This design comes from an exercise in tuning for small area on the open sky130 flow, not from production work.
Function was checked by simulation only, so behaviour that the tests miss may differ from the original.
Power is estimated from default activity; no workload was simulated.

== v14 ==
// ASP
module ASP #(parameter data_size = 32, parameter tag_size = 8, parameter mem_depth = 256) (
    input clk,
    input reset,
    input data_parity_ready_in,
    input[(data_size):0] data_parity_in,
    input network_data_ready_in,
    input network_ACK_in,
    input[(data_size+tag_size-1):0] network_data_tag_in,
    output parity_error_out,
    output host_data_ready_out,
    output[(data_size-1):0] host_data_out,
    output network_data_ready_out,
    output network_ACK_out,
    output[(data_size+tag_size-1):0] network_data_tag_out
);
    function [7:0] tag;
        input [31:0] d;
        reg [7:0] b0, b1, b2, b3;
        begin
            b0 = ~d[7:0];
            b1 = d[15:8];
            b2 = ~d[23:16];
            b3 = ~d[31:24];
            tag = {b0[2:0], b0[7:3]} ^ {b1[2:0], b1[7:3]} ^ {b2[5:0], b2[7:6]} ^ {b3[0], b3[7:1]};
        end
    endfunction
    wire e_in = ^data_parity_in;
    wire m_in = (network_data_tag_in[7:0] == tag(network_data_tag_in[39:8]));
    wire a_in = network_data_ready_in & ~network_ACK_in & m_in;
    wire t_in = ~network_data_ready_in & data_parity_ready_in & ~e_in;
    reg [31:0] h1, n1, x2, x3, y2, y3;
    reg e1, e2, e3, a1, a2, a3, t1, t2, t3;
    always @(posedge clk) begin
        h1 <= data_parity_in[32:1];
        n1 <= network_data_tag_in[39:8];
        x2 <= ({32{e1}} & h1) | ({32{a1 & ~e1}} & n1);
        y2 <= ({32{a1}} & n1) | ({32{t1}} & h1);
        x3 <= x2;
        y3 <= y2;
        if (reset) begin
            {e1, a1, t1} <= 3'b000;
            {e2, a2, t2} <= 3'b000;
            {e3, a3, t3} <= 3'b000;
        end else begin
            {e1, a1, t1} <= {e_in, a_in, t_in};
            {e2, a2, t2} <= {e1, a1, t1};
            {e3, a3, t3} <= {e2, a2, t2};
        end
    end
    assign parity_error_out       = ~reset & e3;
    assign host_data_ready_out    = ~reset & (e3 | a3);
    assign network_data_ready_out = ~reset & (t3 | a3);
    assign network_ACK_out        = ~reset & a3;
    assign host_data_out          = x3;
    assign network_data_tag_out   = {y3, tag(y3)};
endmodule
==> flow/config.mk <==
export PLATFORM = sky130hd
export DESIGN_NAME = ASP
export DESIGN_NICKNAME = ASP
export VERILOG_FILES = /design/flow/design.v
export SDC_FILE = /design/flow/constraint.sdc
export NUM_CORES = 4
export LEC_CHECK = 0
export CAP_MARGIN = 20
export CORE_MARGIN = 2
export CORE_UTILIZATION = 70
export SLEW_MARGIN = 20
==> flow/constraint.sdc <==
create_clock -name core_clock -period 5.0 [get_ports {clk}]
set_input_delay 1.0000 -clock core_clock [delete_from_list [all_inputs] [get_ports {clk}]]
set_output_delay 1.0000 -clock core_clock [all_outputs]
set_load 0.01 [all_outputs]
standard.sh (not shown) runs the stock make flow with config.mk's settings and CLKGATE_MAP_FILE= SYNTH_SCRIPT=/design/flow/synth_recipe.tcl, a recipe that flattens the netlist after the stock synthesis.
==> flow/flow/run.sh <==
#!/bin/bash
# The standard layout, with three changes:
#  - the combinational logic of the standard synthesis is mapped again by ABC for area
#    (flip-flops untouched: same cells, same names);
#  - the port buffers are inserted as the smallest buffer cell;
#  - the clock tree uses small clustered buffers and no dummy loads.
set -euo pipefail
export BUFFER_PORTS_ARGS="-buffer_cell sky130_fd_sc_hd__buf_1"
export CTS_ARGS="-sink_clustering_enable -repair_clock_nets -dont_use_dummy_load -buf_list sky130_fd_sc_hd__clkbuf_16 -sink_clustering_size 45 -sink_clustering_max_diameter 60"
R=orfs/results/$FLOW_PLATFORM/ASP/base
LIB=$FLOW_HOME/platforms/$FLOW_PLATFORM/lib/sky130_fd_sc_hd__tt_025C_1v80.lib

bash standard.sh synth > standard_synth.log 2>&1

python3 flow/comblib.py $LIB comb.lib > comblib.log 2>&1
DU=$(sed -n '/DONT_USE_CELLS/,/^#/p' $FLOW_HOME/platforms/$FLOW_PLATFORM/config.mk | grep -o 'sky130_fd_sc_hd__[A-Za-z0-9_]*' | sed 's/^/-dont_use /' | tr '\n' ' ')
cp $R/1_2_yosys.v standard_1_2_yosys.v
cat > resynth.ys <<EOY
read_liberty -ignore_miss_func comb.lib
read_liberty -lib -nooverwrite $LIB
read_verilog standard_1_2_yosys.v
hierarchy -top $FLOW_TOP
flatten
rename -hide w:*.*
opt_clean
abc -liberty $LIB $DU -script flow/area.script
read_liberty -lib -overwrite $LIB
hierarchy -top $FLOW_TOP
splitnets
opt_clean -purge
hilomap -singleton -hicell sky130_fd_sc_hd__conb_1 HI -locell sky130_fd_sc_hd__conb_1 LO
insbuf -buf sky130_fd_sc_hd__buf_4 A X
check -assert -mapped
stat -liberty $LIB
write_verilog -noattr -nohex -nodec resynth.v
EOY
yosys -s resynth.ys > resynth.log 2>&1
cp resynth.v $R/1_2_yosys.v

bash standard.sh > standard.log 2>&1
Other scripts of this flow, unchanged in this note and not shown: flow/flow/area.script, flow/flow/comblib.py
Here is what was changed in the inputs of v53 compared with v14.
diff --git a/flow/flow/run.sh b/flow/flow/run.sh
--- a/flow/flow/run.sh
+++ b/flow/flow/run.sh
@@ -8,3 +8,3 @@
 export BUFFER_PORTS_ARGS="-buffer_cell sky130_fd_sc_hd__buf_1"
-export CTS_ARGS="-sink_clustering_enable -repair_clock_nets -dont_use_dummy_load -buf_list sky130_fd_sc_hd__clkbuf_16 -sink_clustering_size 45 -sink_clustering_max_diameter 60"
+export CTS_ARGS="-sink_clustering_enable -repair_clock_nets -dont_use_dummy_load -buf_list sky130_fd_sc_hd__clkbuf_8 -sink_clustering_size 20 -sink_clustering_max_diameter 45"
 R=orfs/results/$FLOW_PLATFORM/ASP/base
Between v14 and v53, the register fraction of the total cell area is higher for v53.
Clock buffer count in the final layout (lower): v14
Clock-pin transition on the worst setup and hold timing paths across v14 and v53: no real change.
Proportion of power drawn by the clock network: v53 vs v14 down 3.3 points
v53 against v14: total detailed-routing wirelength down 430 um, final standard cell area without fillers down about 1%.
Wire length of the first global-routing pass down 3.2% in v53 wrt v14
v53 against v14: fraction of power spent switching nets up 0.73 points, area growth from synthesis to final layout down 1.3 points, via count down 0.32%, share of power burned in combinational logic up 0.4 points.
Input-level comparison between v20 and v53:
diff --git a/flow/flow/run.sh b/flow/flow/run.sh
--- a/flow/flow/run.sh
+++ b/flow/flow/run.sh
@@ -8,3 +8,3 @@
 export BUFFER_PORTS_ARGS="-buffer_cell sky130_fd_sc_hd__buf_1"
-export CTS_ARGS="-sink_clustering_enable -repair_clock_nets -dont_use_dummy_load -buf_list sky130_fd_sc_hd__clkbuf_8 -sink_clustering_size 20 -sink_clustering_max_diameter 45"
+export CTS_ARGS="-sink_clustering_enable -repair_clock_nets -dont_use_dummy_load -buf_list sky130_fd_sc_hd__clkbuf_4 -sink_clustering_size 12 -sink_clustering_max_diameter 40"
 R=orfs/results/$FLOW_PLATFORM/ASP/base
diff --git a/flow/config.mk b/flow/config.mk
--- a/flow/config.mk
+++ b/flow/config.mk
@@ -9,3 +9,3 @@
 export CORE_MARGIN = 2
-export CORE_UTILIZATION = 70
+export CORE_UTILIZATION = 75
 export SLEW_MARGIN = 20
Findings:
- v20 has completed all stages; timing, DRC and antenna checks passed.
- Between v20 and v53, it is v20 whose overall routing resource usage is higher, by 2.4 points.
- When the final numbers for v20 and v53 were put side by side, the final-stage net count turned out to be greater in v20.
- v20 against v53; global-route wire length before repair is down slightly.
- Summary of v20 over v53: setup slack after layout decreased 0.015 ns, overall power after layout decreased 0.077 mW, number of global-route vias before repair increased about 3%.
- v20 vs. v53: register fraction of the total cell area went up by 0.32 points.
- On v20: average wire length per cell after detail routing is 0.60 um higher than what v53 gave.
- v20 does better than v53 on area inside the core boundary.
- The overall routed net length in v20 sits 4.6% above the value recorded for v53.
Relative to v20, the following input files were edited for v41:
diff --git a/flow/config.mk b/flow/config.mk
--- a/flow/config.mk
+++ b/flow/config.mk
@@ -9,3 +9,3 @@
 export CORE_MARGIN = 2
-export CORE_UTILIZATION = 75
+export CORE_UTILIZATION = 40
 export SLEW_MARGIN = 20
### Flow results
- v41: full flow OK, the timing, design-rule and antenna checks passed
- The met1 wire length of v41 exceeds that of v20 by about 20%.
- Sequential share of layout area, v20 and v41: lower on v41
- Between v41 and v20, it is v41 whose highest attainable clock frequency is higher, by 0.0023 GHz.
- Number of well taps (lower): v20
- In v41, the share of post-route cells with drive strength above 1 came out 0.70 points above the value in v20.
- Re switching fraction of total power: v20 and v41 aren't equal, and the lower value belongs to v20.

re-timing with driven ports:
No port has a modelled driver above. Below, the same layouts with a new extraction and two added sets of constraints. Step 1, drivers: a clkbuf_16 drives clk and a buf_2 each remaining input, both assumed. Step 2 moves the port delays by t, midway between the first and last clock arrival at a register: inputs arrive t later, outputs are due t later. That takes back most of the time a late clock gives input paths. a / b / c = ideal / step 1 / step 2; a / b = the first two.
run	shift t [ns]	setup slack, ns	slew at the worst register clock pin (ns)
v14	0.481	2.186 / 2.164 / 2.064	0.12 / 0.12
v53	0.487	2.192 / 2.170 / 2.086	0.11 / 0.11
v20	0.573	2.177 / 2.152 / 1.965	0.12 / 0.12
v41	0.609	2.195 / 2.173 / 2.012	0.12 / 0.12
After both steps setup and hold are still met in every run listed. The setup slack of v20, which loses most, moves by -0.025 ns with the drivers and by -0.212 ns with both steps.
